From an optimization exercise on the open Yosys and OpenROAD flow, aimed at small area, a short achievable clock period and few clock cycles; shortcuts taken in it are not production practice.
In this exercise RTL edits were held to simulation tests only and were not proved equivalent to the original.

Setup of v7:
==> flow/design.v (excerpt) <==
module MTX_MUL( MP, ready, m1, m2, load, clk );
	input[7:0] m1, m2;
	input load, clk;
	output[17:0] MP;
	output ready;
	reg [4:0] cnt;
	reg pl, run, rdy;
	wire [4:0] idx = ( load & ~pl ) ? 5'd0 : cnt;
	always @( posedge clk ) begin
		pl  <= load;
		cnt <= idx + 5'd1;
		run <= load | ( run & ( idx != 5'd31 ) );
		rdy <= run & ( idx >= 5'd15 ) & ( idx != 5'd31 );
	end
	reg [7:0] a [0:11];
	integer k;
	always @( posedge clk ) begin
		a[0] <= m1;
		for( k = 1; k < 12; k = k + 1 ) a[k] <= a[k-1];
	end
	reg [7:0] ar0, ar1, ar2, ar3;
	always @( posedge clk ) begin
		if( idx[1:0] == 2'b00 ) begin
			ar0 <= a[11];
			ar1 <= a[10];
		end
		if( idx[1:0] == 2'b01 ) begin
			ar2 <= a[10];
			ar3 <= a[9];
		end
	end
	reg [7:0] b0 [0:3];
	reg [7:0] b1 [0:3];
	reg [7:0] b2 [0:3];
	reg [7:0] b3 [0:3];
	always @( posedge clk ) begin
		b0[0] <= ( load && idx[3:2] == 2'd0 ) ? m2 : b0[3];
		b1[0] <= ( load && idx[3:2] == 2'd1 ) ? m2 : b1[3];
		b2[0] <= ( load && idx[3:2] == 2'd2 ) ? m2 : b2[3];
  ...
Size in the first run: about 1100 cells after synthesis, roughly 37 I/O pins.
Settings: LEC_CHECK=0, ABC_CLOCK_PERIOD_IN_PS=4000, CAP_MARGIN=20, CORE_MARGIN=2, CORE_UTILIZATION=40, SETUP_SLACK_MARGIN=4.9, SLEW_MARGIN=20, SYNTH_HIERARCHICAL=1, SYNTH_MINIMUM_KEEP_SIZE=0; clock period 9.0 ns.
run.sh (not shown) runs the stock make flow with config.mk's settings and CLKGATE_MAP_FILE= SYNTH_SCRIPT=/design/flow/synth_recipe.tcl, a recipe that flattens the netlist after the stock synthesis.
Testbench counts of v7, summed over its fixed seeds: cycles 6,144.
#### Input delta (v52 over v7)
- swapping 40 for 75 in CORE_UTILIZATION
- putting CTS_BUF_LIST at sky130_fd_sc_hd__clkbuf_4 sky130_fd_sc_hd__clkbuf_8 sky130_fd_sc_hd__clkbuf_16 where nothing was set
- putting CTS_CLUSTER_SIZE at 16 where nothing was set
[summary]
v52 ran to completion and came out clean on the timing, design-rule and antenna checks. Between v52 and v7, the register clock-pin slew on the reported worst setup and hold paths figures differ only marginally. Slew at the pin closest to its max-slew limit down 0.13 ns in v52 wrt v7. v7 → v52: signed area change from the synthesized netlist to the final layout lost 3.0 points; worst hold slack neither gained nor lost much; wire length of the first global-routing pass picked up an extra about 1.5%; final instance area lost 2.7%; minimum period implied by the final worst setup slack picked up an extra 0.014 ns. Going from v7 to v52, complex-gate fraction of the synthesized area held steady; setup slack after layout dropped 0.014 ns; die area lost 46%; wire length now sits higher.
Changes in v25 relative to v52:
- CTS_CLUSTER_SIZE removed (was 16)
- CORE_UTILIZATION changed from 75 to 65
- CTS_BUF_LIST removed (was sky130_fd_sc_hd__clkbuf_4 sky130_fd_sc_hd__clkbuf_8 sky130_fd_sc_hd__clkbuf_16)
### Flow results
v25 against v52: global-route met2 utilization fell by 11 points. Effective utilization at floorplan ended up 11 points lower on v25 than on v52. From v52 to v25 the numbers moved as follows: fraction of the mapped netlist area in compound gates neither gained nor lost much; area added between synthesis and finish has increased.
For v54, these inputs were changed with respect to v25:
- CTS_CLUSTER_SIZE: unset -> 20
- CTS_CLUSTER_DIAMETER: unset -> 50
- CTS_BUF_LIST: unset -> sky130_fd_sc_hd__clkbuf_8
- CORE_UTILIZATION: 65 -> 75
Notes after the runs:
v25: full flow OK, the timing, design-rule and antenna checks passed. v54: PASS, flow complete, no timing, DRC or antenna violations. NOTE: wire length of the first global-routing pass in v54 falls short of that of v25. Cell area after placement of v54 is on par with v25. v54 ends up with higher met3 capacity usage during global routing than v25 does. v54 vs v25 — via count rose 154. Cell count of the worst hold path: v54 vs v25 identical. v54 reports a higher post-route clock period utilization than v25 does. v54 vs v25: final worst setup slack down. v54 -> v25: cell count after synthesis flat.
> inputs changed (v54 -> v40)
- a change of SETUP_SLACK_MARGIN from 4.9 to 5.0
- Per the final summary, v40 finished and its layout is clean on timing, DRC and antenna.
- Compared v40 against v54; portion of netlist area occupied by mux cells within noise.
- Between v54 and v40, share of the clock period used by the worst path is higher for v54, v40 comes in under that.
- The sequential share of layout area was comparable across v54 and v40.
- Maximum frequency: v40 vs v54 up 2.5%
- Compare v54 and v40 | time the worst path needs with I/O delays and setup higher: v54

========
Setup of build 76:
MTX_MUL, a different RTL version from the one above (not shown whole).
For scale: roughly 1100 cells after synthesis, roughly 350 flip-flops, ~37 I/O pins, roughly 15000 um2 of cells after synthesis.
Design MTX_MUL, start of the top module:
module MTX_MUL( MP, ready, m1, m2, load, clk );
	input[7:0] m1, m2;
	input load, clk;
	output[17:0] MP;
	output ready;
	reg [4:0] cnt;
	reg pl, run, rdyn;
	wire [4:0] idx = ( load & ~pl ) ? 5'd0 : cnt;
	always @( posedge clk ) begin
		pl  <= load;
		cnt <= idx + 5'd1;
		run <= load | ( run & ( idx != 5'd31 ) );
		rdyn <= ~( run & ( idx >= 5'd15 ) & ( idx != 5'd31 ) );
	end
	reg [7:0] a [0:11];
	integer k;
	always @( posedge clk ) begin
		a[0] <= m1;
		for( k = 1; k < 12; k = k + 1 ) a[k] <= a[k-1];
	end
	reg [7:0] ar0, ar1, ar2, ar3;
	always @( posedge clk ) begin
		if( idx[1:0] == 2'b00 ) begin
			ar0 <= a[11];
			ar1 <= a[10];
		end
		if( idx[1:0] == 2'b01 ) begin
			ar2 <= a[10];
			ar3 <= a[9];
		end
	end
	reg [7:0] b0 [0:3];
	reg [7:0] b1 [0:3];
	reg [7:0] b2 [0:3];
	reg [7:0] b3 [0:3];
	always @( posedge clk ) begin
		b0[0] <= ( load && idx[3:2] == 2'd0 ) ? m2 : b0[3];
		b1[0] <= ( load && idx[3:2] == 2'd1 ) ? m2 : b1[3];
		b2[0] <= ( load && idx[3:2] == 2'd2 ) ? m2 : b2[3];
		b3[0] <= ( load && idx[3:2] == 2'd3 ) ? m2 : b3[3];
		for( k = 1; k < 4; k = k + 1 ) begin
			b0[k] <= b0[k-1];
			b1[k] <= b1[k-1];
			b2[k] <= b2[k-1];
			b3[k] <= b3[k-1];
		end
	end
	wire [7:0] b0t = b0[0];
	wire [7:0] b1t = b1[0];
	wire [7:0] b2t = b2[1];
	wire [7:0] b3t = b3[1];
	reg [16:0] cs1a, cs1b;
	reg [17:0] cs2a, cs2b;
	reg [17:0] mp;
  ...
==> flow/config.mk <==
export PLATFORM = sky130hd
export DESIGN_NAME = MTX_MUL
export DESIGN_NICKNAME = MTX_MUL
export VERILOG_FILES = /design/flow/design.v
export SDC_FILE = /design/flow/constraint.sdc
export NUM_CORES = 4
export LEC_CHECK = 0
export ABC_CLOCK_PERIOD_IN_PS = 4000
export CAP_MARGIN = 20
export CORE_MARGIN = 2
export CORE_UTILIZATION = 75
export CTS_BUF_LIST = sky130_fd_sc_hd__clkbuf_8
export CTS_CLUSTER_DIAMETER = 50
export CTS_CLUSTER_SIZE = 20
export SETUP_SLACK_MARGIN = 5.0
export SLEW_MARGIN = 20
export SYNTH_HIERARCHICAL = 1
export SYNTH_MINIMUM_KEEP_SIZE = 0
==> flow/constraint.sdc <==
create_clock -name core_clock -period 9.0 [get_ports {clk}]
set_input_delay 1.8000 -clock core_clock [delete_from_list [all_inputs] [get_ports {clk}]]
set_output_delay 1.8000 -clock core_clock [all_outputs]
set_load 0.01 [all_outputs]
standard.sh (not shown) runs the stock make flow with config.mk's settings and CLKGATE_MAP_FILE= SYNTH_SCRIPT=/design/flow/synth_recipe.tcl, a recipe that flattens the netlist after the stock synthesis.
==> flow/flow/run.sh <==
#!/bin/bash
# The standard layout (standard.sh), with two changes: ports are buffered with
# buf_1 instead of the default buffer, and CTS uses clkbuf_8 sink clusters
# without dummy loads. Each tool's output goes to flow.log here.
set -euo pipefail
bash standard.sh \
  "BUFFER_PORTS_ARGS=-buffer_cell sky130_fd_sc_hd__buf_1" \
  "CTS_ARGS=-sink_clustering_enable -repair_clock_nets -sink_clustering_size 20 -sink_clustering_max_diameter 50 -buf_list sky130_fd_sc_hd__clkbuf_8 -dont_use_dummy_load" \
  SETUP_SLACK_MARGIN=5.1 finish > flow.log 2>&1
Build 76 did not stop at any stage, and its layout met the timing, design-rule and antenna checks.
Testbench counts of build 76, summed over its fixed seeds: cycles 6,144.
What trial 75 does differently from build 76 at the input level:
# build 76
export LEC_CHECK = 0
export ABC_CLOCK_PERIOD_IN_PS = 4000
export CAP_MARGIN = 20
export CORE_MARGIN = 2
export CORE_UTILIZATION = 75
export CTS_BUF_LIST = sky130_fd_sc_hd__clkbuf_8
export CTS_CLUSTER_DIAMETER = 50
export CTS_CLUSTER_SIZE = 20
export SETUP_SLACK_MARGIN = 5.0
export SLEW_MARGIN = 20
export SYNTH_HIERARCHICAL = 1
export SYNTH_MINIMUM_KEEP_SIZE = 0
create_clock -name core_clock -period 9.0 [get_ports {clk}]
# trial 75
export LEC_CHECK = 0
export ABC_CLOCK_PERIOD_IN_PS = 4000
export CAP_MARGIN = 20
export CORE_MARGIN = 2
export CORE_UTILIZATION = 80
export CTS_BUF_LIST = sky130_fd_sc_hd__clkbuf_8
export CTS_CLUSTER_DIAMETER = 50
export CTS_CLUSTER_SIZE = 20
export SETUP_SLACK_MARGIN = 5.0
export SLEW_MARGIN = 20
export SYNTH_HIERARCHICAL = 1
export SYNTH_MINIMUM_KEEP_SIZE = 0
create_clock -name core_clock -period 9.0 [get_ports {clk}]
--- a/flow/flow/run.sh
+++ b/flow/flow/run.sh
@@ -7,3 +7,3 @@
   "BUFFER_PORTS_ARGS=-buffer_cell sky130_fd_sc_hd__buf_1" \
-  "CTS_ARGS=-sink_clustering_enable -repair_clock_nets -sink_clustering_size 20 -sink_clustering_max_diameter 50 -buf_list sky130_fd_sc_hd__clkbuf_8 -dont_use_dummy_load" \
-  SETUP_SLACK_MARGIN=5.1 finish > flow.log 2>&1
+  "CTS_ARGS=-sink_clustering_enable -repair_clock_nets -sink_clustering_size 10 -sink_clustering_max_diameter 35 -buf_list sky130_fd_sc_hd__clkbuf_4 -dont_use_dummy_load" \
+  finish > flow.log 2>&1
Findings:
Compared with build 76, trial 75 ends up with less cell area.
Re fraction of met1 tracks used by global routing: trial 75 is 2.0 points up on build 76.
Looking at wire length, trial 75 sits 1.4 mm higher than build 76 does.
Comparing proportion of cell area occupied by registers for build 76 and trial 75, the smaller number came from build 76.

## port drivers added, routing unchanged
How much do the figures lean on ideal ports? The routed layouts below were timed once more, with nothing changed but the port constraints. Step 1 assumes that a clkbuf_16 drives the clock port and a buf_2 every other input. Step 2 also shifts input and output timing later by t, the mid clock arrival at the registers, as if the neighbouring blocks saw the same clock. a / b / c = ideal ports / drivers / drivers and shift; a / b = the first two.
run	shift t [ns]	setup WS [ns]	clock arrival spread, ns	worst data-port slew with drivers (ns)
v7	0.577	5.022 / 5.003 / 5.003	0.020 / 0.020	0.04
v52	0.596	5.008 / 4.987 / 4.987	0.016 / 0.016	0.04
v25	0.558	5.030 / 5.011 / 5.011	0.027 / 0.027	0.05
v54	0.633	4.930 / 4.909 / 4.909	0.051 / 0.050	0.04
v40	0.633	5.030 / 5.009 / 5.009	0.051 / 0.050	0.04
build 76	0.579	5.111 / 5.070 / 5.070	0.066 / 0.066	0.05
trial 75	0.693	5.028 / 5.002 / 5.002	0.094 / 0.094	0.03
After both steps every run listed still meets setup and hold. The setup slack of build 76, which loses most, moves by -0.041 ns with the drivers and by -0.041 ns with both steps.
